Background: an optimization exercise with open tools, aiming at small area and a short achievable clock period. Do not read the settings as production practice.
For this run, only the layout was checked, not whether the RTL still works.
Power figures rest on the tool's default switching activity, not on a simulated workload.

## flow/design.v

```verilog
`timescale 1ns/10ps
module CannyEdge(dAddrRegRow, dAddrRegCol, bWE, bCE, InData, OutData,
	OPMode, bOPEnable, dReadReg, dWriteReg,	clk, rst_b);
input 	[2:0]	dAddrRegRow, dAddrRegCol;
input		bWE, bCE;
input 	[7:0] 	InData;
output 	[7:0] 	OutData;
reg     [7:0] 	OutData;
input 	[2:0]	OPMode;
input 		bOPEnable;
input 	[3:0]	dReadReg, dWriteReg;
input		clk, rst_b;
reg [7:0] regX [0:24];
reg [1:0] y6c;			 
reg z2, z6, z10, z18;		 
reg [1:0] st;			 
reg [1:0] pc;			 
reg [1:0] dc;			 
reg [7:0] Out_gf, Out_gradient;
reg [1:0] Out_dir;		 
reg       Out_bThres;
reg [10:0] gs0, gs1, gs2;	 
reg signed [10:0] Gx, Gy;
wire [7:0] rdec = 8'd1 << dAddrRegRow;
wire [7:0] cdec = 8'd1 << dAddrRegCol;
reg  [24:0] hit;
integer hr, hc;
always @(*) begin
	hit = 25'd0;
	for (hr = 0; hr < 8; hr = hr + 1)
		for (hc = 0; hc < 8; hc = hc + 1)
			if (hr*5 + hc <= 24)
				hit[hr*5 + hc] = hit[hr*5 + hc] | (rdec[hr] & cdec[hc]);
end
wire step   = bCE & ~bOPEnable;
wire m_gau  = OPMode == 3'd0;
wire m_sob  = OPMode == 3'd1;
wire m_nms  = OPMode == 3'd2;
wire m_hys  = OPMode == 3'd3;
wire [7:0] x0 = regX[0], x1 = regX[1], x2 = regX[2], x3 = regX[3], x4 = regX[4];
wire [7:0] x5 = regX[5], x6 = regX[6], x7 = regX[7], x8 = regX[8], x9 = regX[9];
wire [7:0] x10 = regX[10], x11 = regX[11], x12 = regX[12], x13 = regX[13], x14 = regX[14];
wire [7:0] x15 = regX[15], x16 = regX[16], x17 = regX[17], x18 = regX[18], x19 = regX[19];
wire [7:0] x20 = regX[20], x21 = regX[21], x22 = regX[22], x23 = regX[23], x24 = regX[24];
wire [10:0] gsum0, gsum1, gsum2;
wire g_1 = x1[0] ^ x3[0] ^ x5[0];
wire g_2 = (x1[0] & x3[0]) | (x1[0] & x5[0]) | (x3[0] & x5[0]);
wire g_3 = x9[0] ^ x15[0] ^ x19[0];
wire g_4 = (x9[0] & x15[0]) | (x9[0] & x19[0]) | (x15[0] & x19[0]);
wire g_5 = x21[0] ^ x23[0] ^ g_1;
wire g_6 = (x21[0] & x23[0]) | (x21[0] & g_1) | (x23[0] & g_1);
wire g_7 = x1[1] ^ x3[1] ^ x5[1];
wire g_8 = (x1[1] & x3[1]) | (x1[1] & x5[1]) | (x3[1] & x5[1]);
wire g_9 = x9[1] ^ x15[1] ^ x19[1];
wire g_10 = (x9[1] & x15[1]) | (x9[1] & x19[1]) | (x15[1] & x19[1]);
wire g_11 = x21[1] ^ x23[1] ^ g_2;
wire g_12 = (x21[1] & x23[1]) | (x21[1] & g_2) | (x23[1] & g_2);
wire g_13 = g_4 ^ g_7 ^ g_9;
wire g_14 = (g_4 & g_7) | (g_4 & g_9) | (g_7 & g_9);
wire g_15 = g_6 ^ g_11;
wire g_16 = g_6 & g_11;
wire g_17 = x1[2] ^ x3[2] ^ x5[2];
wire g_18 = (x1[2] & x3[2]) | (x1[2] & x5[2]) | (x3[2] & x5[2]);
wire g_19 = x9[2] ^ x15[2] ^ x19[2];
wire g_20 = (x9[2] & x15[2]) | (x9[2] & x19[2]) | (x15[2] & x19[2]);
wire g_21 = x21[2] ^ x23[2] ^ g_8;
wire g_22 = (x21[2] & x23[2]) | (x21[2] & g_8) | (x23[2] & g_8);
wire g_23 = g_10 ^ g_17 ^ g_19;
wire g_24 = (g_10 & g_17) | (g_10 & g_19) | (g_17 & g_19);
wire g_25 = g_12 ^ g_14 ^ g_21;
wire g_26 = (g_12 & g_14) | (g_12 & g_21) | (g_14 & g_21);
wire g_27 = g_23 ^ g_16;
wire g_28 = g_23 & g_16;
wire g_29 = x1[3] ^ x3[3] ^ x5[3];
wire g_30 = (x1[3] & x3[3]) | (x1[3] & x5[3]) | (x3[3] & x5[3]);
wire g_31 = x9[3] ^ x15[3] ^ x19[3];
wire g_32 = (x9[3] & x15[3]) | (x9[3] & x19[3]) | (x15[3] & x19[3]);
wire g_33 = x21[3] ^ x23[3] ^ g_18;
wire g_34 = (x21[3] & x23[3]) | (x21[3] & g_18) | (x23[3] & g_18);
wire g_35 = g_20 ^ g_29 ^ g_31;
wire g_36 = (g_20 & g_29) | (g_20 & g_31) | (g_29 & g_31);
wire g_37 = g_22 ^ g_24 ^ g_33;
wire g_38 = (g_22 & g_24) | (g_22 & g_33) | (g_24 & g_33);
wire g_39 = g_35 ^ g_26 ^ g_37;
wire g_40 = (g_35 & g_26) | (g_35 & g_37) | (g_26 & g_37);
wire g_41 = x1[4] ^ x3[4] ^ x5[4];
wire g_42 = (x1[4] & x3[4]) | (x1[4] & x5[4]) | (x3[4] & x5[4]);
wire g_43 = x9[4] ^ x15[4] ^ x19[4];
wire g_44 = (x9[4] & x15[4]) | (x9[4] & x19[4]) | (x15[4] & x19[4]);
wire g_45 = x21[4] ^ x23[4] ^ g_30;
wire g_46 = (x21[4] & x23[4]) | (x21[4] & g_30) | (x23[4] & g_30);
wire g_47 = g_32 ^ g_41 ^ g_43;
wire g_48 = (g_32 & g_41) | (g_32 & g_43) | (g_41 & g_43);
wire g_49 = g_34 ^ g_36 ^ g_45;
wire g_50 = (g_34 & g_36) | (g_34 & g_45) | (g_36 & g_45);
wire g_51 = g_47 ^ g_38 ^ g_49;
wire g_52 = (g_47 & g_38) | (g_47 & g_49) | (g_38 & g_49);
wire g_53 = x1[5] ^ x3[5] ^ x5[5];
wire g_54 = (x1[5] & x3[5]) | (x1[5] & x5[5]) | (x3[5] & x5[5]);
wire g_55 = x9[5] ^ x15[5] ^ x19[5];
wire g_56 = (x9[5] & x15[5]) | (x9[5] & x19[5]) | (x15[5] & x19[5]);
wire g_57 = x21[5] ^ x23[5] ^ g_42;
wire g_58 = (x21[5] & x23[5]) | (x21[5] & g_42) | (x23[5] & g_42);
wire g_59 = g_44 ^ g_53 ^ g_55;
wire g_60 = (g_44 & g_53) | (g_44 & g_55) | (g_53 & g_55);
wire g_61 = g_46 ^ g_48 ^ g_57;
wire g_62 = (g_46 & g_48) | (g_46 & g_57) | (g_48 & g_57);
wire g_63 = g_59 ^ g_50 ^ g_61;
wire g_64 = (g_59 & g_50) | (g_59 & g_61) | (g_50 & g_61);
wire g_65 = x1[6] ^ x3[6] ^ x5[6];
wire g_66 = (x1[6] & x3[6]) | (x1[6] & x5[6]) | (x3[6] & x5[6]);
wire g_67 = x9[6] ^ x15[6] ^ x19[6];
wire g_68 = (x9[6] & x15[6]) | (x9[6] & x19[6]) | (x15[6] & x19[6]);
wire g_69 = x21[6] ^ x23[6] ^ g_54;
wire g_70 = (x21[6] & x23[6]) | (x21[6] & g_54) | (x23[6] & g_54);
wire g_71 = g_56 ^ g_65 ^ g_67;
wire g_72 = (g_56 & g_65) | (g_56 & g_67) | (g_65 & g_67);
wire g_73 = g_58 ^ g_60 ^ g_69;
wire g_74 = (g_58 & g_60) | (g_58 & g_69) | (g_60 & g_69);
wire g_75 = g_71 ^ g_62 ^ g_73;
wire g_76 = (g_71 & g_62) | (g_71 & g_73) | (g_62 & g_73);
wire g_77 = x1[7] ^ x3[7] ^ x5[7];
wire g_78 = (x1[7] & x3[7]) | (x1[7] & x5[7]) | (x3[7] & x5[7]);
wire g_79 = x9[7] ^ x15[7] ^ x19[7];
wire g_80 = (x9[7] & x15[7]) | (x9[7] & x19[7]) | (x15[7] & x19[7]);
wire g_81 = x21[7] ^ x23[7] ^ g_66;
wire g_82 = (x21[7] & x23[7]) | (x21[7] & g_66) | (x23[7] & g_66);
wire g_83 = g_68 ^ g_77 ^ g_79;
wire g_84 = (g_68 & g_77) | (g_68 & g_79) | (g_77 & g_79);
wire g_85 = g_70 ^ g_72 ^ g_81;
wire g_86 = (g_70 & g_72) | (g_70 & g_81) | (g_72 & g_81);
wire g_87 = g_83 ^ g_74 ^ g_85;
wire g_88 = (g_83 & g_74) | (g_83 & g_85) | (g_74 & g_85);
wire g_89 = g_78 ^ g_80 ^ g_82;
wire g_90 = (g_78 & g_80) | (g_78 & g_82) | (g_80 & g_82);
wire g_91 = g_84 ^ g_86 ^ g_89;
wire g_92 = (g_84 & g_86) | (g_84 & g_89) | (g_86 & g_89);
wire g_93 = x6[0] ^ x8[0] ^ x16[0];
wire g_94 = (x6[0] & x8[0]) | (x6[0] & x16[0]) | (x8[0] & x16[0]);
wire g_95 = x6[1] ^ x8[1] ^ x16[1];
wire g_96 = (x6[1] & x8[1]) | (x6[1] & x16[1]) | (x8[1] & x16[1]);
wire g_97 = x18[1] ^ g_94;
wire g_98 = x18[1] & g_94;
wire g_99 = x6[2] ^ x8[2] ^ x16[2];
wire g_100 = (x6[2] & x8[2]) | (x6[2] & x16[2]) | (x8[2] & x16[2]);
wire g_101 = x18[2] ^ g_96 ^ g_99;
wire g_102 = (x18[2] & g_96) | (x18[2] & g_99) | (g_96 & g_99);
wire g_103 = x6[3] ^ x8[3] ^ x16[3];
wire g_104 = (x6[3] & x8[3]) | (x6[3] & x16[3]) | (x8[3] & x16[3]);
wire g_105 = x18[3] ^ g_100 ^ g_103;
wire g_106 = (x18[3] & g_100) | (x18[3] & g_103) | (g_100 & g_103);
wire g_107 = x6[4] ^ x8[4] ^ x16[4];
wire g_108 = (x6[4] & x8[4]) | (x6[4] & x16[4]) | (x8[4] & x16[4]);
wire g_109 = x18[4] ^ g_104 ^ g_107;
wire g_110 = (x18[4] & g_104) | (x18[4] & g_107) | (g_104 & g_107);
wire g_111 = x6[5] ^ x8[5] ^ x16[5];
wire g_112 = (x6[5] & x8[5]) | (x6[5] & x16[5]) | (x8[5] & x16[5]);
wire g_113 = x18[5] ^ g_108 ^ g_111;
wire g_114 = (x18[5] & g_108) | (x18[5] & g_111) | (g_108 & g_111);
wire g_115 = x6[6] ^ x8[6] ^ x16[6];
wire g_116 = (x6[6] & x8[6]) | (x6[6] & x16[6]) | (x8[6] & x16[6]);
wire g_117 = x18[6] ^ g_112 ^ g_115;
wire g_118 = (x18[6] & g_112) | (x18[6] & g_115) | (g_112 & g_115);
wire g_119 = x6[7] ^ x8[7] ^ x16[7];
wire g_120 = (x6[7] & x8[7]) | (x6[7] & x16[7]) | (x8[7] & x16[7]);
wire g_121 = x18[7] ^ g_116 ^ g_119;
wire g_122 = (x18[7] & g_116) | (x18[7] & g_119) | (g_116 & g_119);
wire g_123 = x7[0] ^ x11[0] ^ x13[0];
wire g_124 = (x7[0] & x11[0]) | (x7[0] & x13[0]) | (x11[0] & x13[0]);
wire g_125 = x7[1] ^ x11[1] ^ x13[1];
wire g_126 = (x7[1] & x11[1]) | (x7[1] & x13[1]) | (x11[1] & x13[1]);
wire g_127 = x17[1] ^ g_124;
wire g_128 = x17[1] & g_124;
wire g_129 = x7[2] ^ x11[2] ^ x13[2];
wire g_130 = (x7[2] & x11[2]) | (x7[2] & x13[2]) | (x11[2] & x13[2]);
wire g_131 = x17[2] ^ g_126 ^ g_129;
wire g_132 = (x17[2] & g_126) | (x17[2] & g_129) | (g_126 & g_129);
wire g_133 = x7[3] ^ x11[3] ^ x13[3];
wire g_134 = (x7[3] & x11[3]) | (x7[3] & x13[3]) | (x11[3] & x13[3]);
wire g_135 = x17[3] ^ g_130 ^ g_133;
wire g_136 = (x17[3] & g_130) | (x17[3] & g_133) | (g_130 & g_133);
wire g_137 = x7[4] ^ x11[4] ^ x13[4];
wire g_138 = (x7[4] & x11[4]) | (x7[4] & x13[4]) | (x11[4] & x13[4]);
wire g_139 = x17[4] ^ g_134 ^ g_137;
wire g_140 = (x17[4] & g_134) | (x17[4] & g_137) | (g_134 & g_137);
wire g_141 = x7[5] ^ x11[5] ^ x13[5];
wire g_142 = (x7[5] & x11[5]) | (x7[5] & x13[5]) | (x11[5] & x13[5]);
wire g_143 = x17[5] ^ g_138 ^ g_141;
wire g_144 = (x17[5] & g_138) | (x17[5] & g_141) | (g_138 & g_141);
wire g_145 = x7[6] ^ x11[6] ^ x13[6];
wire g_146 = (x7[6] & x11[6]) | (x7[6] & x13[6]) | (x11[6] & x13[6]);
wire g_147 = x17[6] ^ g_142 ^ g_145;
wire g_148 = (x17[6] & g_142) | (x17[6] & g_145) | (g_142 & g_145);
wire g_149 = x7[7] ^ x11[7] ^ x13[7];
wire g_150 = (x7[7] & x11[7]) | (x7[7] & x13[7]) | (x11[7] & x13[7]);
wire g_151 = x17[7] ^ g_146 ^ g_149;
wire g_152 = (x17[7] & g_146) | (x17[7] & g_149) | (g_146 & g_149);
wire g_153 = x0[0] ^ x4[0] ^ x20[0];
wire g_154 = (x0[0] & x4[0]) | (x0[0] & x20[0]) | (x4[0] & x20[0]);
wire g_155 = x24[0] ^ ~x18[0] ^ g_3;
wire g_156 = (x24[0] & ~x18[0]) | (x24[0] & g_3) | (~x18[0] & g_3);
wire g_157 = ~g_93 ^ g_153 ^ g_5;
wire g_158 = (~g_93 & g_153) | (~g_93 & g_5) | (g_153 & g_5);
wire g_159 = x0[1] ^ x4[1] ^ x20[1];
wire g_160 = (x0[1] & x4[1]) | (x0[1] & x20[1]) | (x4[1] & x20[1]);
wire g_161 = x24[1] ^ x17[0] ^ 1'b1;
wire g_162 = (x24[1] & x17[0]) | (x24[1] & 1'b1) | (x17[0] & 1'b1);
wire g_163 = g_3 ^ ~g_95 ^ g_123;
wire g_164 = (g_3 & ~g_95) | (g_3 & g_123) | (~g_95 & g_123);
wire g_165 = g_154 ^ g_159 ^ g_161;
wire g_166 = (g_154 & g_159) | (g_154 & g_161) | (g_159 & g_161);
wire g_167 = ~g_97 ^ g_13 ^ g_5;
wire g_168 = (~g_97 & g_13) | (~g_97 & g_5) | (g_13 & g_5);
wire g_169 = g_156 ^ g_163 ^ g_165;
wire g_170 = (g_156 & g_163) | (g_156 & g_165) | (g_163 & g_165);
wire g_171 = g_15 ^ g_158 ^ g_167;
wire g_172 = (g_15 & g_158) | (g_15 & g_167) | (g_158 & g_167);
wire g_173 = x0[2] ^ x4[2] ^ x20[2];
wire g_174 = (x0[2] & x4[2]) | (x0[2] & x20[2]) | (x4[2] & x20[2]);
wire g_175 = x24[2] ^ x2[0] ^ x10[0];
wire g_176 = (x24[2] & x2[0]) | (x24[2] & x10[0]) | (x2[0] & x10[0]);
wire g_177 = x14[0] ^ x22[0] ^ g_125;
wire g_178 = (x14[0] & x22[0]) | (x14[0] & g_125) | (x22[0] & g_125);
wire g_179 = g_160 ^ g_162 ^ g_173;
wire g_180 = (g_160 & g_162) | (g_160 & g_173) | (g_162 & g_173);
wire g_181 = g_175 ^ ~g_98 ^ g_127;
wire g_182 = (g_175 & ~g_98) | (g_175 & g_127) | (~g_98 & g_127);
wire g_183 = g_13 ^ ~g_101 ^ g_164;
wire g_184 = (g_13 & ~g_101) | (g_13 & g_164) | (~g_101 & g_164);
wire g_185 = g_166 ^ g_177 ^ g_179;
wire g_186 = (g_166 & g_177) | (g_166 & g_179) | (g_177 & g_179);
wire g_187 = g_15 ^ g_181 ^ g_25;
wire g_188 = (g_15 & g_181) | (g_15 & g_25) | (g_181 & g_25);
wire g_189 = g_168 ^ g_170 ^ g_183;
wire g_190 = (g_168 & g_170) | (g_168 & g_183) | (g_170 & g_183);
wire g_191 = g_185 ^ g_27 ^ g_172;
wire g_192 = (g_185 & g_27) | (g_185 & g_172) | (g_27 & g_172);
wire g_193 = g_187 ^ g_189;
wire g_194 = g_187 & g_189;
wire g_195 = x0[3] ^ x4[3] ^ x20[3];
wire g_196 = (x0[3] & x4[3]) | (x0[3] & x20[3]) | (x4[3] & x20[3]);
wire g_197 = x24[3] ^ x2[1] ^ x10[1];
wire g_198 = (x24[3] & x2[1]) | (x24[3] & x10[1]) | (x2[1] & x10[1]);
wire g_199 = x14[1] ^ x22[1] ^ x18[0];
wire g_200 = (x14[1] & x22[1]) | (x14[1] & x18[0]) | (x22[1] & x18[0]);
wire g_201 = x17[0] ^ g_93 ^ g_123;
wire g_202 = (x17[0] & g_93) | (x17[0] & g_123) | (g_93 & g_123);
wire g_203 = g_174 ^ g_176 ^ g_195;
wire g_204 = (g_174 & g_176) | (g_174 & g_195) | (g_176 & g_195);
wire g_205 = g_197 ^ g_199 ^ g_128;
wire g_206 = (g_197 & g_199) | (g_197 & g_128) | (g_199 & g_128);
wire g_207 = ~g_102 ^ ~g_105 ^ g_131;
wire g_208 = (~g_102 & ~g_105) | (~g_102 & g_131) | (~g_105 & g_131);
wire g_209 = g_178 ^ g_180 ^ g_201;
wire g_210 = (g_178 & g_180) | (g_178 & g_201) | (g_180 & g_201);
wire g_211 = g_203 ^ g_182 ^ g_205;
wire g_212 = (g_203 & g_182) | (g_203 & g_205) | (g_182 & g_205);
wire g_213 = g_25 ^ g_184 ^ g_186;
wire g_214 = (g_25 & g_184) | (g_25 & g_186) | (g_184 & g_186);
wire g_215 = g_207 ^ g_209 ^ g_28;
wire g_216 = (g_207 & g_209) | (g_207 & g_28) | (g_209 & g_28);
wire g_217 = g_27 ^ g_211 ^ g_39;
wire g_218 = (g_27 & g_211) | (g_27 & g_39) | (g_211 & g_39);
wire g_219 = g_188 ^ g_190 ^ g_213;
wire g_220 = (g_188 & g_190) | (g_188 & g_213) | (g_190 & g_213);
wire g_221 = g_215 ^ g_194 ^ g_192;
wire g_222 = (g_215 & g_194) | (g_215 & g_192) | (g_194 & g_192);
wire g_223 = g_217 ^ g_219;
wire g_224 = g_217 & g_219;
wire [4:0] glow = {1'b0, g_221, g_191, g_169, g_155} + {1'b0, g_223, g_193, g_171, g_157};
wire g_225 = x0[4] ^ x4[4] ^ x20[4];
wire g_226 = (x0[4] & x4[4]) | (x0[4] & x20[4]) | (x4[4] & x20[4]);
wire g_227 = x24[4] ^ x2[2] ^ x10[2];
wire g_228 = (x24[4] & x2[2]) | (x24[4] & x10[2]) | (x2[2] & x10[2]);
wire g_229 = x14[2] ^ x22[2] ^ x12[0];
wire g_230 = (x14[2] & x22[2]) | (x14[2] & x12[0]) | (x22[2] & x12[0]);
wire g_231 = g_95 ^ g_125 ^ g_196;
wire g_232 = (g_95 & g_125) | (g_95 & g_196) | (g_125 & g_196);
wire g_233 = g_198 ^ g_200 ^ g_225;
wire g_234 = (g_198 & g_200) | (g_198 & g_225) | (g_200 & g_225);
wire g_235 = g_227 ^ g_229 ^ g_97;
wire g_236 = (g_227 & g_229) | (g_227 & g_97) | (g_229 & g_97);
wire g_237 = g_127 ^ ~g_106 ^ ~g_109;
wire g_238 = (g_127 & ~g_106) | (g_127 & ~g_109) | (~g_106 & ~g_109);
wire g_239 = g_132 ^ g_135 ^ g_202;
wire g_240 = (g_132 & g_135) | (g_132 & g_202) | (g_135 & g_202);
wire g_241 = g_204 ^ g_231 ^ g_233;
wire g_242 = (g_204 & g_231) | (g_204 & g_233) | (g_231 & g_233);
wire g_243 = g_206 ^ g_235 ^ g_208;
wire g_244 = (g_206 & g_235) | (g_206 & g_208) | (g_235 & g_208);
wire g_245 = g_210 ^ g_237 ^ g_239;
wire g_246 = (g_210 & g_237) | (g_210 & g_239) | (g_237 & g_239);
wire g_247 = g_241 ^ g_28 ^ g_212;
wire g_248 = (g_241 & g_28) | (g_241 & g_212) | (g_28 & g_212);
wire g_249 = g_40 ^ g_51 ^ g_39;
wire g_250 = (g_40 & g_51) | (g_40 & g_39) | (g_51 & g_39);
wire g_251 = g_214 ^ g_243 ^ g_245;
wire g_252 = (g_214 & g_243) | (g_214 & g_245) | (g_243 & g_245);
wire g_253 = g_216 ^ g_247 ^ g_218;
wire g_254 = (g_216 & g_247) | (g_216 & g_218) | (g_247 & g_218);
wire g_255 = g_220 ^ g_249 ^ g_251;
wire g_256 = (g_220 & g_249) | (g_220 & g_251) | (g_249 & g_251);
wire g_257 = g_224 ^ g_222 ^ g_253;
wire g_258 = (g_224 & g_222) | (g_224 & g_253) | (g_222 & g_253);
wire g_259 = x0[5] ^ x4[5] ^ x20[5];
wire g_260 = (x0[5] & x4[5]) | (x0[5] & x20[5]) | (x4[5] & x20[5]);
wire g_261 = x24[5] ^ x2[3] ^ x10[3];
wire g_262 = (x24[5] & x2[3]) | (x24[5] & x10[3]) | (x2[3] & x10[3]);
wire g_263 = x14[3] ^ x22[3] ^ x12[1];
wire g_264 = (x14[3] & x22[3]) | (x14[3] & x12[1]) | (x22[3] & x12[1]);
wire g_265 = g_226 ^ g_228 ^ g_230;
wire g_266 = (g_226 & g_228) | (g_226 & g_230) | (g_228 & g_230);
wire g_267 = g_259 ^ g_261 ^ g_263;
wire g_268 = (g_259 & g_261) | (g_259 & g_263) | (g_261 & g_263);
wire g_269 = g_98 ^ g_128 ^ g_101;
wire g_270 = (g_98 & g_128) | (g_98 & g_101) | (g_128 & g_101);
wire g_271 = ~g_110 ^ ~g_113 ^ g_136;
wire g_272 = (~g_110 & ~g_113) | (~g_110 & g_136) | (~g_113 & g_136);
wire g_273 = g_139 ^ g_131 ^ g_232;
wire g_274 = (g_139 & g_131) | (g_139 & g_232) | (g_131 & g_232);
wire g_275 = g_234 ^ g_265 ^ g_267;
wire g_276 = (g_234 & g_265) | (g_234 & g_267) | (g_265 & g_267);
wire g_277 = g_236 ^ g_238 ^ g_240;
wire g_278 = (g_236 & g_238) | (g_236 & g_240) | (g_238 & g_240);
wire g_279 = g_242 ^ g_269 ^ g_271;
wire g_280 = (g_242 & g_269) | (g_242 & g_271) | (g_269 & g_271);
wire g_281 = g_273 ^ g_275 ^ g_52;
wire g_282 = (g_273 & g_275) | (g_273 & g_52) | (g_275 & g_52);
wire g_283 = g_63 ^ g_40 ^ g_51;
wire g_284 = (g_63 & g_40) | (g_63 & g_51) | (g_40 & g_51);
wire g_285 = g_244 ^ g_246 ^ g_277;
wire g_286 = (g_244 & g_246) | (g_244 & g_277) | (g_246 & g_277);
wire g_287 = g_279 ^ g_248 ^ g_250;
wire g_288 = (g_279 & g_248) | (g_279 & g_250) | (g_248 & g_250);
wire g_289 = g_252 ^ g_281 ^ g_283;
wire g_290 = (g_252 & g_281) | (g_252 & g_283) | (g_281 & g_283);
wire g_291 = g_285 ^ g_254 ^ g_256;
wire g_292 = (g_285 & g_254) | (g_285 & g_256) | (g_254 & g_256);
wire g_293 = g_287 ^ g_289;
wire g_294 = g_287 & g_289;
wire g_295 = x0[6] ^ x4[6] ^ x20[6];
wire g_296 = (x0[6] & x4[6]) | (x0[6] & x20[6]) | (x4[6] & x20[6]);
wire g_297 = x24[6] ^ x2[4] ^ x10[4];
wire g_298 = (x24[6] & x2[4]) | (x24[6] & x10[4]) | (x2[4] & x10[4]);
wire g_299 = x14[4] ^ x22[4] ^ x12[2];
wire g_300 = (x14[4] & x22[4]) | (x14[4] & x12[2]) | (x22[4] & x12[2]);
wire g_301 = g_260 ^ g_262 ^ g_264;
wire g_302 = (g_260 & g_262) | (g_260 & g_264) | (g_262 & g_264);
wire g_303 = g_295 ^ g_297 ^ g_299;
wire g_304 = (g_295 & g_297) | (g_295 & g_299) | (g_297 & g_299);
wire g_305 = g_102 ^ g_105 ^ ~g_114;
wire g_306 = (g_102 & g_105) | (g_102 & ~g_114) | (g_105 & ~g_114);
wire g_307 = ~g_117 ^ g_140 ^ g_143;
wire g_308 = (~g_117 & g_140) | (~g_117 & g_143) | (g_140 & g_143);
wire g_309 = g_132 ^ g_135 ^ g_266;
wire g_310 = (g_132 & g_135) | (g_132 & g_266) | (g_135 & g_266);
wire g_311 = g_268 ^ g_301 ^ g_303;
wire g_312 = (g_268 & g_301) | (g_268 & g_303) | (g_301 & g_303);
wire g_313 = g_270 ^ g_272 ^ g_274;
wire g_314 = (g_270 & g_272) | (g_270 & g_274) | (g_272 & g_274);
wire g_315 = g_276 ^ g_305 ^ g_307;
wire g_316 = (g_276 & g_305) | (g_276 & g_307) | (g_305 & g_307);
wire g_317 = g_309 ^ g_311 ^ g_64;
wire g_318 = (g_309 & g_311) | (g_309 & g_64) | (g_311 & g_64);
wire g_319 = g_75 ^ g_52 ^ g_63;
wire g_320 = (g_75 & g_52) | (g_75 & g_63) | (g_52 & g_63);
wire g_321 = g_278 ^ g_280 ^ g_313;
wire g_322 = (g_278 & g_280) | (g_278 & g_313) | (g_280 & g_313);
wire g_323 = g_315 ^ g_282 ^ g_284;
wire g_324 = (g_315 & g_282) | (g_315 & g_284) | (g_282 & g_284);
wire g_325 = g_286 ^ g_317 ^ g_319;
wire g_326 = (g_286 & g_317) | (g_286 & g_319) | (g_317 & g_319);
wire g_327 = g_321 ^ g_288 ^ g_290;
wire g_328 = (g_321 & g_288) | (g_321 & g_290) | (g_288 & g_290);
wire g_329 = g_323 ^ g_325 ^ g_294;
wire g_330 = (g_323 & g_325) | (g_323 & g_294) | (g_325 & g_294);
wire g_331 = x0[7] ^ x4[7] ^ x20[7];
wire g_332 = (x0[7] & x4[7]) | (x0[7] & x20[7]) | (x4[7] & x20[7]);
wire g_333 = x24[7] ^ x2[5] ^ x10[5];
wire g_334 = (x24[7] & x2[5]) | (x24[7] & x10[5]) | (x2[5] & x10[5]);
wire g_335 = x14[5] ^ x22[5] ^ x12[3];
wire g_336 = (x14[5] & x22[5]) | (x14[5] & x12[3]) | (x22[5] & x12[3]);
wire g_337 = g_296 ^ g_298 ^ g_300;
wire g_338 = (g_296 & g_298) | (g_296 & g_300) | (g_298 & g_300);
wire g_339 = g_331 ^ g_333 ^ g_335;
wire g_340 = (g_331 & g_333) | (g_331 & g_335) | (g_333 & g_335);
wire g_341 = g_106 ^ g_109 ^ ~g_118;
wire g_342 = (g_106 & g_109) | (g_106 & ~g_118) | (g_109 & ~g_118);
wire g_343 = ~g_121 ^ g_144 ^ g_147;
wire g_344 = (~g_121 & g_144) | (~g_121 & g_147) | (g_144 & g_147);
wire g_345 = g_136 ^ g_139 ^ g_302;
wire g_346 = (g_136 & g_139) | (g_136 & g_302) | (g_139 & g_302);
wire g_347 = g_304 ^ g_337 ^ g_339;
wire g_348 = (g_304 & g_337) | (g_304 & g_339) | (g_337 & g_339);
wire g_349 = g_306 ^ g_308 ^ g_310;
wire g_350 = (g_306 & g_308) | (g_306 & g_310) | (g_308 & g_310);
wire g_351 = g_312 ^ g_341 ^ g_343;
wire g_352 = (g_312 & g_341) | (g_312 & g_343) | (g_341 & g_343);
wire g_353 = g_345 ^ g_347 ^ g_76;
wire g_354 = (g_345 & g_347) | (g_345 & g_76) | (g_347 & g_76);
wire g_355 = g_87 ^ g_64 ^ g_75;
wire g_356 = (g_87 & g_64) | (g_87 & g_75) | (g_64 & g_75);
wire g_357 = g_314 ^ g_316 ^ g_349;
wire g_358 = (g_314 & g_316) | (g_314 & g_349) | (g_316 & g_349);
wire g_359 = g_351 ^ g_318 ^ g_320;
wire g_360 = (g_351 & g_318) | (g_351 & g_320) | (g_318 & g_320);
wire g_361 = g_322 ^ g_353 ^ g_355;
wire g_362 = (g_322 & g_353) | (g_322 & g_355) | (g_353 & g_355);
wire g_363 = g_357 ^ g_324 ^ g_326;
wire g_364 = (g_357 & g_324) | (g_357 & g_326) | (g_324 & g_326);
wire g_365 = g_359 ^ g_361 ^ g_328;
wire g_366 = (g_359 & g_361) | (g_359 & g_328) | (g_361 & g_328);
wire g_367 = x2[6] ^ x10[6] ^ x14[6];
wire g_368 = (x2[6] & x10[6]) | (x2[6] & x14[6]) | (x10[6] & x14[6]);
wire g_369 = x22[6] ^ x12[4] ^ ~g_120;
wire g_370 = (x22[6] & x12[4]) | (x22[6] & ~g_120) | (x12[4] & ~g_120);
wire g_371 = g_332 ^ g_334 ^ g_336;
wire g_372 = (g_332 & g_334) | (g_332 & g_336) | (g_334 & g_336);
wire g_373 = g_367 ^ g_110 ^ g_113;
wire g_374 = (g_367 & g_110) | (g_367 & g_113) | (g_110 & g_113);
wire g_375 = ~g_122 ^ g_148 ^ g_151;
wire g_376 = (~g_122 & g_148) | (~g_122 & g_151) | (g_148 & g_151);
wire g_377 = g_140 ^ g_143 ^ g_338;
wire g_378 = (g_140 & g_143) | (g_140 & g_338) | (g_143 & g_338);
wire g_379 = g_340 ^ g_369 ^ g_371;
wire g_380 = (g_340 & g_369) | (g_340 & g_371) | (g_369 & g_371);
wire g_381 = g_342 ^ g_344 ^ g_346;
wire g_382 = (g_342 & g_344) | (g_342 & g_346) | (g_344 & g_346);
wire g_383 = g_348 ^ g_373 ^ g_375;
wire g_384 = (g_348 & g_373) | (g_348 & g_375) | (g_373 & g_375);
wire g_385 = g_377 ^ g_379 ^ g_88;
wire g_386 = (g_377 & g_379) | (g_377 & g_88) | (g_379 & g_88);
wire g_387 = g_91 ^ g_76 ^ g_87;
wire g_388 = (g_91 & g_76) | (g_91 & g_87) | (g_76 & g_87);
wire g_389 = g_350 ^ g_352 ^ g_381;
wire g_390 = (g_350 & g_352) | (g_350 & g_381) | (g_352 & g_381);
wire g_391 = g_383 ^ g_354 ^ g_356;
wire g_392 = (g_383 & g_354) | (g_383 & g_356) | (g_354 & g_356);
wire g_393 = g_358 ^ g_385 ^ g_387;
wire g_394 = (g_358 & g_385) | (g_358 & g_387) | (g_385 & g_387);
wire g_395 = g_389 ^ g_360 ^ g_362;
wire g_396 = (g_389 & g_360) | (g_389 & g_362) | (g_360 & g_362);
wire g_397 = g_391 ^ g_393 ^ g_364;
wire g_398 = (g_391 & g_393) | (g_391 & g_364) | (g_393 & g_364);
wire g_399 = x2[7] ^ x10[7] ^ x14[7];
wire g_400 = (x2[7] & x10[7]) | (x2[7] & x14[7]) | (x10[7] & x14[7]);
wire g_401 = x22[7] ^ ~1'b0 ^ ~1'b0;
wire g_402 = (x22[7] & ~1'b0) | (x22[7] & ~1'b0) | (~1'b0 & ~1'b0);
wire g_403 = x12[5] ^ g_150 ^ g_368;
wire g_404 = (x12[5] & g_150) | (x12[5] & g_368) | (g_150 & g_368);
wire g_405 = g_399 ^ g_401 ^ g_114;
wire g_406 = (g_399 & g_401) | (g_399 & g_114) | (g_401 & g_114);
wire g_407 = g_117 ^ g_152 ^ g_144;
wire g_408 = (g_117 & g_152) | (g_117 & g_144) | (g_152 & g_144);
wire g_409 = g_147 ^ g_370 ^ g_372;
wire g_410 = (g_147 & g_370) | (g_147 & g_372) | (g_370 & g_372);
wire g_411 = g_403 ^ g_90 ^ g_374;
wire g_412 = (g_403 & g_90) | (g_403 & g_374) | (g_90 & g_374);
wire g_413 = g_376 ^ g_378 ^ g_380;
wire g_414 = (g_376 & g_378) | (g_376 & g_380) | (g_378 & g_380);
wire g_415 = g_405 ^ g_407 ^ g_409;
wire g_416 = (g_405 & g_407) | (g_405 & g_409) | (g_407 & g_409);
wire g_417 = g_92 ^ g_88 ^ g_91;
wire g_418 = (g_92 & g_88) | (g_92 & g_91) | (g_88 & g_91);
wire g_419 = g_382 ^ g_384 ^ g_411;
wire g_420 = (g_382 & g_384) | (g_382 & g_411) | (g_384 & g_411);
wire g_421 = g_413 ^ g_415 ^ g_386;
wire g_422 = (g_413 & g_415) | (g_413 & g_386) | (g_415 & g_386);
wire g_423 = g_388 ^ g_390 ^ g_417;
wire g_424 = (g_388 & g_390) | (g_388 & g_417) | (g_390 & g_417);
wire g_425 = g_419 ^ g_392 ^ g_394;
wire g_426 = (g_419 & g_392) | (g_419 & g_394) | (g_392 & g_394);
wire g_427 = g_421 ^ g_423 ^ g_396;
wire g_428 = (g_421 & g_423) | (g_421 & g_396) | (g_423 & g_396);
wire g_429 = ~1'b0 ^ ~1'b0 ^ x12[6];
wire g_430 = (~1'b0 & ~1'b0) | (~1'b0 & x12[6]) | (~1'b0 & x12[6]);
wire g_431 = g_400 ^ g_402 ^ g_429;
wire g_432 = (g_400 & g_402) | (g_400 & g_429) | (g_402 & g_429);
wire g_433 = g_118 ^ g_121 ^ g_148;
wire g_434 = (g_118 & g_121) | (g_118 & g_148) | (g_121 & g_148);
wire g_435 = g_151 ^ g_404 ^ g_431;
wire g_436 = (g_151 & g_404) | (g_151 & g_431) | (g_404 & g_431);
wire g_437 = g_90 ^ g_406 ^ g_408;
wire g_438 = (g_90 & g_406) | (g_90 & g_408) | (g_406 & g_408);
wire g_439 = g_410 ^ g_433 ^ g_435;
wire g_440 = (g_410 & g_433) | (g_410 & g_435) | (g_433 & g_435);
wire g_441 = g_92 ^ g_412 ^ g_414;
wire g_442 = (g_92 & g_412) | (g_92 & g_414) | (g_412 & g_414);
wire g_443 = g_416 ^ g_437 ^ g_439;
wire g_444 = (g_416 & g_437) | (g_416 & g_439) | (g_437 & g_439);
wire g_445 = g_418 ^ g_420 ^ g_441;
wire g_446 = (g_418 & g_420) | (g_418 & g_441) | (g_420 & g_441);
wire g_447 = g_443 ^ g_422 ^ g_424;
wire g_448 = (g_443 & g_422) | (g_443 & g_424) | (g_422 & g_424);
wire g_449 = g_445 ^ g_426;
wire g_450 = g_445 & g_426;
wire g_451 = ~1'b0 ^ ~1'b0 ^ x12[7];
wire g_452 = (~1'b0 & ~1'b0) | (~1'b0 & x12[7]) | (~1'b0 & x12[7]);
wire g_453 = g_120 ^ g_150 ^ g_430;
wire g_454 = (g_120 & g_150) | (g_120 & g_430) | (g_150 & g_430);
wire g_455 = g_451 ^ g_122 ^ g_152;
wire g_456 = (g_451 & g_122) | (g_451 & g_152) | (g_122 & g_152);
wire g_457 = g_432 ^ g_453 ^ g_434;
wire g_458 = (g_432 & g_453) | (g_432 & g_434) | (g_453 & g_434);
wire g_459 = g_436 ^ g_455 ^ g_438;
wire g_460 = (g_436 & g_455) | (g_436 & g_438) | (g_455 & g_438);
wire g_461 = g_440 ^ g_457 ^ g_442;
wire g_462 = (g_440 & g_457) | (g_440 & g_442) | (g_457 & g_442);
wire g_463 = g_444 ^ g_459 ^ g_446;
wire g_464 = (g_444 & g_459) | (g_444 & g_446) | (g_459 & g_446);
wire g_465 = g_461 ^ g_448;
wire g_466 = g_461 & g_448;
wire g_467 = g_452 ^ g_454 ^ g_456;
wire g_468 = (g_452 & g_454) | (g_452 & g_456) | (g_454 & g_456);
wire g_469 = g_458 ^ g_467 ^ g_460;
wire g_470 = (g_458 & g_467) | (g_458 & g_460) | (g_467 & g_460);
wire g_471 = g_462 ^ g_469;
wire g_472 = g_462 & g_469;
wire g_473 = 1'b1 ^ g_468;
wire g_474 = 1'b1 & g_468;
assign gsum0 = {1'b1, g_470, g_464, g_463, g_447, g_425, g_395, g_363, g_292, g_258, g_255};
assign gsum1 = {g_474, g_472, g_466, g_450, g_428, g_398, g_366, g_330, g_327, g_291, glow[4]};
assign gsum2 = {1'b0, g_473, g_471, g_465, g_449, g_427, g_397, g_365, g_329, g_293, g_257};
wire signed [10:0] gx_n = $signed({3'b0, x2}) + $signed({3'b0, x12}) + $signed({2'b0, x7, 1'b0})
                        - $signed({3'b0, x0}) - $signed({3'b0, x10}) - $signed({2'b0, x5, 1'b0});
wire signed [10:0] gy_n = $signed({3'b0, x0}) + $signed({3'b0, x2}) + $signed({2'b0, x1, 1'b0})
                        - $signed({3'b0, x10}) - $signed({3'b0, x12}) - $signed({2'b0, x11, 1'b0});
wire sx = Gx[10], sy = Gy[10];
wire [10:0] ax = sx ? -Gx : Gx;
wire [10:0] ay = sy ? -Gy : Gy;
wire [11:0] asum = ax + ay;
wire d0  = {ay, 1'b0} <= {1'b0, ax};
wire d45 = {2'b0, ay, 1'b0} <= ({1'b0, ax, 2'b0} + {3'b0, ax});
wire [1:0] dir_n = d0 ? 2'd0 : d45 ? ((sx ^ sy) ? 2'd3 : 2'd1) : 2'd2;
reg [7:0] xa, xb;
always @(*)
	case (pc)
	2'd0: begin xa = x5;  xb = x7;  end
	2'd1: begin xa = x2;  xb = x10; end
	2'd2: begin xa = x11; xb = x1;  end
	default: begin xa = x12; xb = x0; end
	endcase
wire nms_ge = (x6 >= xa) && (x6 >= xb);
wire nms_do = step & m_nms & (st == 2'd1);
wire h6 = x6 >= 8'd10;
wire l6 = x6 <= 8'd3;
reg trace;
always @(*)
	case (dc)
	2'd0, 2'd2: trace = (x10 >= 8'd10) | (x2 >= 8'd10) | z10 | z2;
	2'd1:       trace = (x18 >= 8'd10) | z18;
	default:    trace = z6;
	endcase
wire bthres_n = h6 | (~l6 & trace);
always @(posedge clk or negedge rst_b)
	if (!rst_b) begin
		st <= 2'd0;
		pc <= 2'd3;
		dc <= 2'd3;
		Out_gf <= 8'd0;
		Out_gradient <= 8'd0;
		Out_dir <= 2'd0;
		Out_bThres <= 1'b0;
	end else if (bCE) begin
		if (bOPEnable)
			st <= 2'd0;
		else if (m_gau) begin
			if (st == 2'd0) st <= 2'd1;
			else if (st == 2'd1) Out_gf <= (gs0 + gs1 + gs2) >> 3;
		end else if (m_sob) begin
			st <= (st == 2'd3) ? 2'd3 : st + 2'd1;
			if (st == 2'd1) Out_gradient <= asum[10:3];
			if (st == 2'd3) Out_dir <= dir_n;
		end else if (m_nms | m_hys) begin
			if (st == 2'd0) begin
				pc <= y6c;
				if (m_hys) dc <= pc;
				st <= 2'd1;
			end else if (st == 2'd1 && m_hys)
				Out_bThres <= bthres_n;
		end
	end
wire wr = rst_b & ~bCE & ~bWE;
wire rd = rst_b & ~bCE & bWE;
wire [7:0] wdata = bCE ? 8'd0 : InData;	 
integer k;
reg [7:0] xr;	 
always @(*) begin
	xr = 8'd0;
	for (k = 0; k < 25; k = k + 1)
		xr = xr | ({8{hit[k]}} & regX[k]);
end
always @(posedge clk) begin
	for (k = 0; k < 25; k = k + 1)
		if ((wr && dWriteReg == 4'd0 && hit[k]) ||
		    (rst_b && nms_do && (nms_ge ? (
			(pc == 2'd0 && (k == 5 || k == 7)) ||
			(pc == 2'd1 && (k == 2 || k == 10)) ||
			(pc == 2'd2 && (k == 11 || k == 1)) ||
			(pc == 2'd3 && (k == 12 || k == 0))) : k == 6)))
			regX[k] <= wdata;
	if (wr && dWriteReg == 4'd1 && hit[6])
		y6c <= (InData == 8'd0) ? 2'd0 : (InData == 8'd45) ? 2'd1 : (InData == 8'd90) ? 2'd2 : 2'd3;
	if (wr && dWriteReg[3:1] != 3'd0) begin
		if (hit[2])  z2  <= InData == 8'd1;
		if (hit[6])  z6  <= InData == 8'd1;
		if (hit[10]) z10 <= InData == 8'd1;
		if (hit[18]) z18 <= InData == 8'd1;
	end
	if (rd)
		case (dReadReg)
		4'd0: OutData <= Out_gf;
		4'd1: OutData <= Out_gradient;
		4'd2: case (Out_dir)
		      2'd0: OutData <= 8'd0;
		      2'd1: OutData <= 8'd45;
		      2'd2: OutData <= 8'd90;
		      default: OutData <= 8'h87;
		      endcase
		4'd3: OutData <= xr;
		4'd4: OutData <= {7'd0, Out_bThres};
		default: ;
		endcase
	if (rst_b && step && m_gau && st == 2'd0) begin
		gs0 <= gsum0;
		gs1 <= gsum1;
		gs2 <= gsum2;
	end
	if (rst_b && step && m_sob && st == 2'd0) begin
		Gx <= gx_n;
		Gy <= gy_n;
	end
end
endmodule
```

## flow/flow/run.sh

```bash
#!/bin/bash
# Layout flow: the standard flow (standard.sh), unchanged synthesis, plus
#  1. fapol.py on the synthesized netlist: full adders are self-dual, so
#     each fa cell may be fed complemented inputs and give complemented
#     outputs; fapol picks the polarities that need the fewest inverters
#     and rewrites the netlist (registers and ports untouched).
#  2. port buffers of a plain buffer cell (buf_2) instead of the default pick,
#  3. the resizer's setup margin raised so repair_timing keeps shortening
#     the critical paths past the 10 ns constraint,
#  4. a clock tree of smaller buffers and no dummy loads.
# Each tool's output goes to a log file in this folder.
set -u
R=orfs/results/${FLOW_PLATFORM:-sky130hd}/CannyEdge/base
export BUFFER_PORTS_ARGS="-buffer_cell sky130_fd_sc_hd__buf_2"
export SETUP_SLACK_MARGIN=${MARGIN:-5.6}
export CTS_ARGS="-sink_clustering_enable -repair_clock_nets -dont_use_dummy_load -buf_list sky130_fd_sc_hd__clkbuf_8 -sink_clustering_size 16 -sink_clustering_max_diameter 60"
bash standard.sh synth > synth.log 2>&1 || exit 1
if python3 flow/fapol.py $R/1_2_yosys.v $R/1_2_yosys_fapol.v > fapol.log 2>&1; then
  cp $R/1_2_yosys.v $R/1_2_yosys_std.v
  cp $R/1_2_yosys_fapol.v $R/1_2_yosys.v
  rm -f $R/1_synth.odb $R/1_synth.sdc
fi
bash standard.sh > standard.log 2>&1
```

## flow/flow/fapol.py

```python
#!/usr/bin/env python3
"""Full-adder polarity optimisation on a Yosys gate netlist (sky130hd).

A full adder is self-dual: fa(~a,~b,~c) = (~sum, ~cout).  Yosys's adder
extraction leaves many inverters between full adders; this pass chooses,
for each fa cell, whether to use it "flipped" (fed and producing
complemented signals) so that the number of inverters needed is minimal,
then rewrites the netlist.  The logic function at every register and port
is unchanged; registers are untouched.
usage: fapol.py in.v out.v
"""
import re, sys, random

src = open(sys.argv[1]).read()
INV = 'sky130_fd_sc_hd__inv_1'
FA = re.compile(r'sky130_fd_sc_hd__fa_\d+$')
OUTPINS = {'X', 'Y', 'Q', 'Q_N', 'SUM', 'COUT', 'HI', 'LO'}

# cell instances: type name ( pins );
cell_re = re.compile(r'^(\s*)(sky130_fd_sc_hd__\w+)\s+(\S+)\s*\((.*?)\);\s*$', re.S | re.M)
pin_re = re.compile(r'\.(\w+)\(\s*(.*?)\s*\)(?=\s*,|\s*$)', re.S)

cells = []
for m in cell_re.finditer(src):
    typ, name, body = m.group(2), m.group(3), m.group(4)
    pins = [(p, n.strip()) for p, n in pin_re.findall(body)]
    cells.append({'typ': typ, 'name': name, 'pins': pins, 'span': m.span()})

driver = {}
loads = {}
for i, c in enumerate(cells):
    for p, n in c['pins']:
        if p in OUTPINS:
            driver[n] = (i, p)
        else:
            loads.setdefault(n, []).append((i, p))

def is_inv(i):
    return cells[i]['typ'] == INV

def root(n):
    """follow inverters back: returns (root net, parity)"""
    q = 0
    while n in driver and is_inv(driver[n][0]):
        c = cells[driver[n][0]]
        n = dict(c['pins'])['A']
        q ^= 1
    return n, q

fa_ids = [i for i, c in enumerate(cells) if FA.match(c['typ'])]
fa_set = set(fa_ids)
inv_ids = [i for i, c in enumerate(cells) if c['typ'] == INV]

# demands: for every non-inverter consumer pin, which (root, parity) it needs
# (for fa pins, parity is relative to the fa's flip)
demands = []   # (consumer cell or None, pin, root, q)
nets_out_ports = set()
for i, c in enumerate(cells):
    if c['typ'] == INV:
        continue
    for p, n in c['pins']:
        if p in OUTPINS:
            continue
        if n.startswith("1'") or n == '':
            continue
        r, q = root(n)
        demands.append((i, p, r, q))

# module outputs / assigns that read nets: keep these nets' polarity as-is
assign_re = re.compile(r'^\s*assign\s+(.*?)\s*=\s*(.*?);', re.M)
port_reads = []
for m in assign_re.finditer(src):
    rhs = m.group(2).strip()
    if rhs in driver or rhs in loads:
        r, q = root(rhs)
        port_reads.append((rhs, r, q))

def root_pol(r, flip):
    d = driver.get(r)
    if d and d[0] in fa_set:
        return flip[d[0]]
    return 0

by_root = {}
for i, p, r, q in demands:
    by_root.setdefault(r, []).append((i, q))
for _, r, q in port_reads:
    by_root.setdefault(r, []).append((None, q))
fa_roots = {}
for i in fa_ids:
    rs = set()
    for p, n in cells[i]['pins']:
        if p in OUTPINS:
            rs.add(n)
        elif not (n.startswith("1'") or n == ''):
            rs.add(root(n)[0])
    fa_roots[i] = [r for r in rs if r in by_root]

def root_cost(r, flip):
    rp = root_pol(r, flip)
    wants = set(q ^ (flip[i] if i in fa_set else 0) for i, q in by_root[r])
    return sum(1 for w in wants if w != rp)

def total(flip):
    return sum(root_cost(r, flip) for r in by_root)

def search(flip, seed):
    rnd = random.Random(seed)
    improved = True
    while improved:
        improved = False
        order = fa_ids[:]
        rnd.shuffle(order)
        for i in order:
            before = sum(root_cost(r, flip) for r in fa_roots[i])
            flip[i] ^= 1
            after = sum(root_cost(r, flip) for r in fa_roots[i])
            if after < before or (after == before and rnd.random() < 0.3):
                if after < before:
                    improved = True
            else:
                flip[i] ^= 1
    return total(flip)

start = {i: 0 for i in fa_ids}
print('inverters before', len(inv_ids), 'needed with no flips', total(start), file=sys.stderr)
best, flip = None, None
for seed in range(40):
    f = {i: (random.Random(1000 + seed).random() < 0.5) * 1 if seed else 0 for i in fa_ids}
    c = search(f, seed)
    if best is None or c < best:
        best, flip = c, dict(f)
print('needed after', best, 'flipped', sum(flip.values()), file=sys.stderr)

if len(sys.argv) > 2:
    # rewrite: every (root, polarity) needed gets a net
    newcells = []
    invnet = {}
    cnt = [0]
    def net_for(r, want):
        if want == root_pol(r, flip):
            return r
        if r not in invnet:
            cnt[0] += 1
            nn = f'_fapol_{cnt[0]}_'
            invnet[r] = nn
            ra = r + ' ' if r.startswith('\\') else r
            newcells.append(f'  {INV} fapol_inv_{cnt[0]} (\n    .A({ra}),\n    .Y({nn})\n  );\n')
        return invnet[r]
    out = []
    last = 0
    for i, c in enumerate(cells):
        s, e = c['span']
        out.append(src[last:s])
        last = e
        if c['typ'] == INV:
            continue   # all inverters are re-created as needed
        pins = []
        for p, n in c['pins']:
            if p not in OUTPINS and not (n.startswith("1'") or n == ''):
                r, q = root(n)
                want = q ^ (flip[i] if i in fa_set else 0)
                n = net_for(r, want)
            pins.append(f'    .{p}({n}' + (' )' if n.startswith('\\') else ')'))
        out.append(f"  {c['typ']} {c['name']} (\n" + ',\n'.join(pins) + '\n  );')
    out.append(src[last:])
    text = ''.join(out)
    # port assigns
    def fix_assign(m):
        lhs, rhs = m.group(1), m.group(2).strip()
        if rhs in driver or rhs in loads:
            r, q = root(rhs)
            nn = net_for(r, q)
            return m.group(0).replace(m.group(2), nn + ' ' if nn.startswith('\\') else nn)
        return m.group(0)
    text = assign_re.sub(fix_assign, text)
    wires = ''.join(f'  wire {n};\n' for n in invnet.values())
    text = text.replace('endmodule', wires + ''.join(newcells) + 'endmodule')
    open(sys.argv[2], 'w').write(text)

```

## flow/standard.sh

```bash
#!/bin/bash
# synth_recipe.tcl (not shown) runs the flow's synth.tcl, then flattens the netlist and writes it again
# the make line also repeats each setting of config.mk as NAME=value (left out here)
make -C /OpenROAD-flow-scripts/flow DESIGN_CONFIG=/design/flow/config.mk WORK_HOME=/design/flow/orfs CLKGATE_MAP_FILE= SYNTH_SCRIPT=/design/flow/synth_recipe.tcl "${@:-finish}"
```

## flow/config.mk

```make
export PLATFORM = sky130hd
export DESIGN_NAME = CannyEdge
export DESIGN_NICKNAME = CannyEdge
export VERILOG_FILES = /design/flow/design.v
export SDC_FILE = /design/flow/constraint.sdc
export NUM_CORES = 4
export LEC_CHECK = 0
export CAP_MARGIN = 20
export CORE_MARGIN = 2
export CORE_UTILIZATION = 40
export SLEW_MARGIN = 20
```

## flow/constraint.sdc

```tcl
create_clock -name core_clock -period 10.0 [get_ports {clk}]
set_input_delay 2.0000 -clock core_clock [delete_from_list [all_inputs] [get_ports {clk}]]
set_output_delay 2.0000 -clock core_clock [all_outputs]
set_load 0.01 [all_outputs]
```

==> out/qor.txt <==
Vias in the first global route: 14,400
Longest Clk Path Bufs: 3
H-tree levels: 1
RSZ-0062 raised after global routing: yes
CORE AREA: 0.0524 sq mm
Leakage: 8.33 nW
Final min period: 4.49 ns
Die Y: 234 um
Routability cong.: 0.999
Psw: 0.538 mW
Hold Path Class: register to register
Setup TNS: 0 ns
Crit. End Element: register
Power, Total: 2.21 mW
Worst-path clk slew: 0.11 ns
Setup violations, final: 0
Slew margin rel.: 22.0%
FILL cells: 4,682
Iter 0 DRT Violations: 1,728
Syn Inst Count: 1,540
Final Hold Vio Count: 0
Syn Area/Cell: 13.7 sq um
Die W: 234 um
IO buf count: 37
CTS buffer count: 30
Multi-input logic area: 0.0122 sq mm
Core Rows: 84
Skew-Pair Late Insertion Delay: 0.66 ns
Fmax: 0.223 GHz
Share of cells above drive strength 1: 17.8%
Combinational share of power: 7.5%
Detailed Place HPWL: 54,100 um
Fin crit share: 44.9%
Hold Buf Count CTS: 0
Status: finished clean
Max Cap Viol: 0
Switching Fraction: 24.4%
# IOs: 38
GR Overflow Total: 0
Tot GR Track Use: 25.4%
Routed Antenna Nets: 0
Syn_nets: 1,972
Via density: 5.82
Clk network pwr share: 30.6%
Pint: 1.67 mW
Crit Path Class: register to register
CTS Root Cell: clkbuf_8
WL final: 67,900 um
DRC Markers: 0
Mapped cell area: 0.0212 sq mm
Die ar.: 0.0548 sq mm
Cell Pwr Density: 93.3 mW/mm^2
Area Growth Syn to Fin: 11.7%
Share of power burned in registers: 61.9%
DR vias: 13,800
Fin nets: 2,114
Synth Warn #: 2
Initial antenna violation count: 2
FF+latch area: 0.00865 sq mm
CTS tree: built
First-pass DRT Iterations: 7
Pin count of the biggest net entering global routing: 32
First-pass GRT wire length: 98,100 um
Critical Path AT: 4.85 ns
Clock sinks: 292
CP max FO: 2
Nature of the critical path startpoint: register
Initial Util: 40.4%
Final Slew Violations: 0
WP data required: 10.36 ns
Worst-Margin Slew: 1.17 ns
Clock Skew: 0.0572 ns
VDD IR max: 94.2 uV
Routed length per instance: 28.6 um
power by group through the flow:
stage | registers (mW) | clock network (mW) | logic [mW]
2_1_floorplan | 1.38 | 0 | 0.0973
3_3_place_gp | 1.39 | 0 | 0.157
3_5_place_dp | 1.39 | 0 | 0.159
4_1_cts | 1.37 | 0.691 | 0.162
5_1_grt | 1.37 | 0.732 | 0.183
6_report | 1.37 | 0.674 | 0.166
registers in the layout, summed over array words and instances, names as in the netlist, 8 cells and up:
register,count
gs1,11
OutData,8
Out_gradient,8
gs0,10
Gy,11
regX,200
Out_gf,8
Gx,11
gs2,10
layout by cell type, fill, tap and decap left out, drive strengths merged, types with 19 or more instances in the layout:
cell type  instances
a21o              19
a21oi             44
a221oi            21
a22oi             40
buf              147
clkbuf            30
dfrtp             21
edfxtp           267
fa               291
ha               111
inv              124
nand2             75
nand2b            21
nand3             20
nor2              57
nor2b             24
nor3              27
nor4              20
o21ai             63
xnor2             39
metrics by stage:
step                utilization (%)  hold WS (ns)  instance area, sq um  cells  setup slack [ns]
finish                         45.1         0.481                 23600   2369              5.51
global route                   45.1         0.502                 23600   2369              5.46
CTS                            44.4         0.493                 23300   2340              5.51
detailed placement             42.8         0.477                 22400   2264              5.22
global placement               42.5         0.473                 22300   2255              4.73
floorplan                         -         0.445                 21200   1540              5.61
final cells by class:
cell class	count	area share, %
inverter	124	1.97
antenna	1	0.0106
clock buffer	30	1.75
multi-input combinational	1087	51.8
sequential	292	36.6
timing repair buffer	147	4.28
tap	688	3.64
timing repair:
item                       in CTS  in global routing
gates resized for setup        45                 31
setup endpoints to repair      17                 17
gates cloned                    0                  0
pin swaps                      21                 21
setup buffers                  46                 27
layer usage:
layer	up-vias	share of wire (%)	routed length (um)	global-route usage, %
li1	5874	-	-	-
met1	7096	40	27300	33.2
met2	638	46	31400	40.0
met3	181	7.5	5110	5.12
met4	0	6.0	4100	13.2
met5	-	0	0	0
critical path, stage by stage (launching register included):
cell and delay, ns:
edfxtp_1 0.47, fa_1 0.52, fa_2 0.61, inv_2 0.07
fa_2 0.58, fa_2 0.44, fa_2 0.37, fa_2 0.56
ha_4 0.13, fa_1 0.42
path summary, 6_finish.rpt:
kind / startpoint / endpoint / slack (ns) / cells after the start
max: regX[6][4] / gs2[2] / 5.51 / 9
min: y6c[0] / pc[0] / 0.48 / 1
max reg2reg: regX[6][4] / gs2[2] / 5.51 / 9
min reg2reg: y6c[0] / pc[0] / 0.48 / 1
max in group asynchronous: rst_b / st[0] / 8.12 / 1
min in group asynchronous: rst_b / Out_bThres / 1.38 / 1

==> afterwards: timing with drivers on the ports <==
In the flow no input, the clock included, has a driving cell. The finished layout below was timed again as built, in two steps.
Step 1 assumes that a clkbuf_16 drives the clock port and a buf_2 every other input.
Step 2 times the ports against the registers' clock, not the clock port: input delays grow and output delays shrink by t, the midpoint of the rising clock arrivals with the driver on.
Slacks: ideal / step 1 / step 2; pairs: ideal / step 1.
t (ns): 0.688
setup slack, ns: 5.507 / 5.507 / 5.138
latest minus earliest clock arrival (ns): 0.058 / 0.058
slew at the worst register clock pin (ns): 0.11 / 0.11
After both steps setup and hold are still met in this run. For this run, drivers alone change the setup slack by 0.000 ns; drivers and shift together by -0.369 ns.
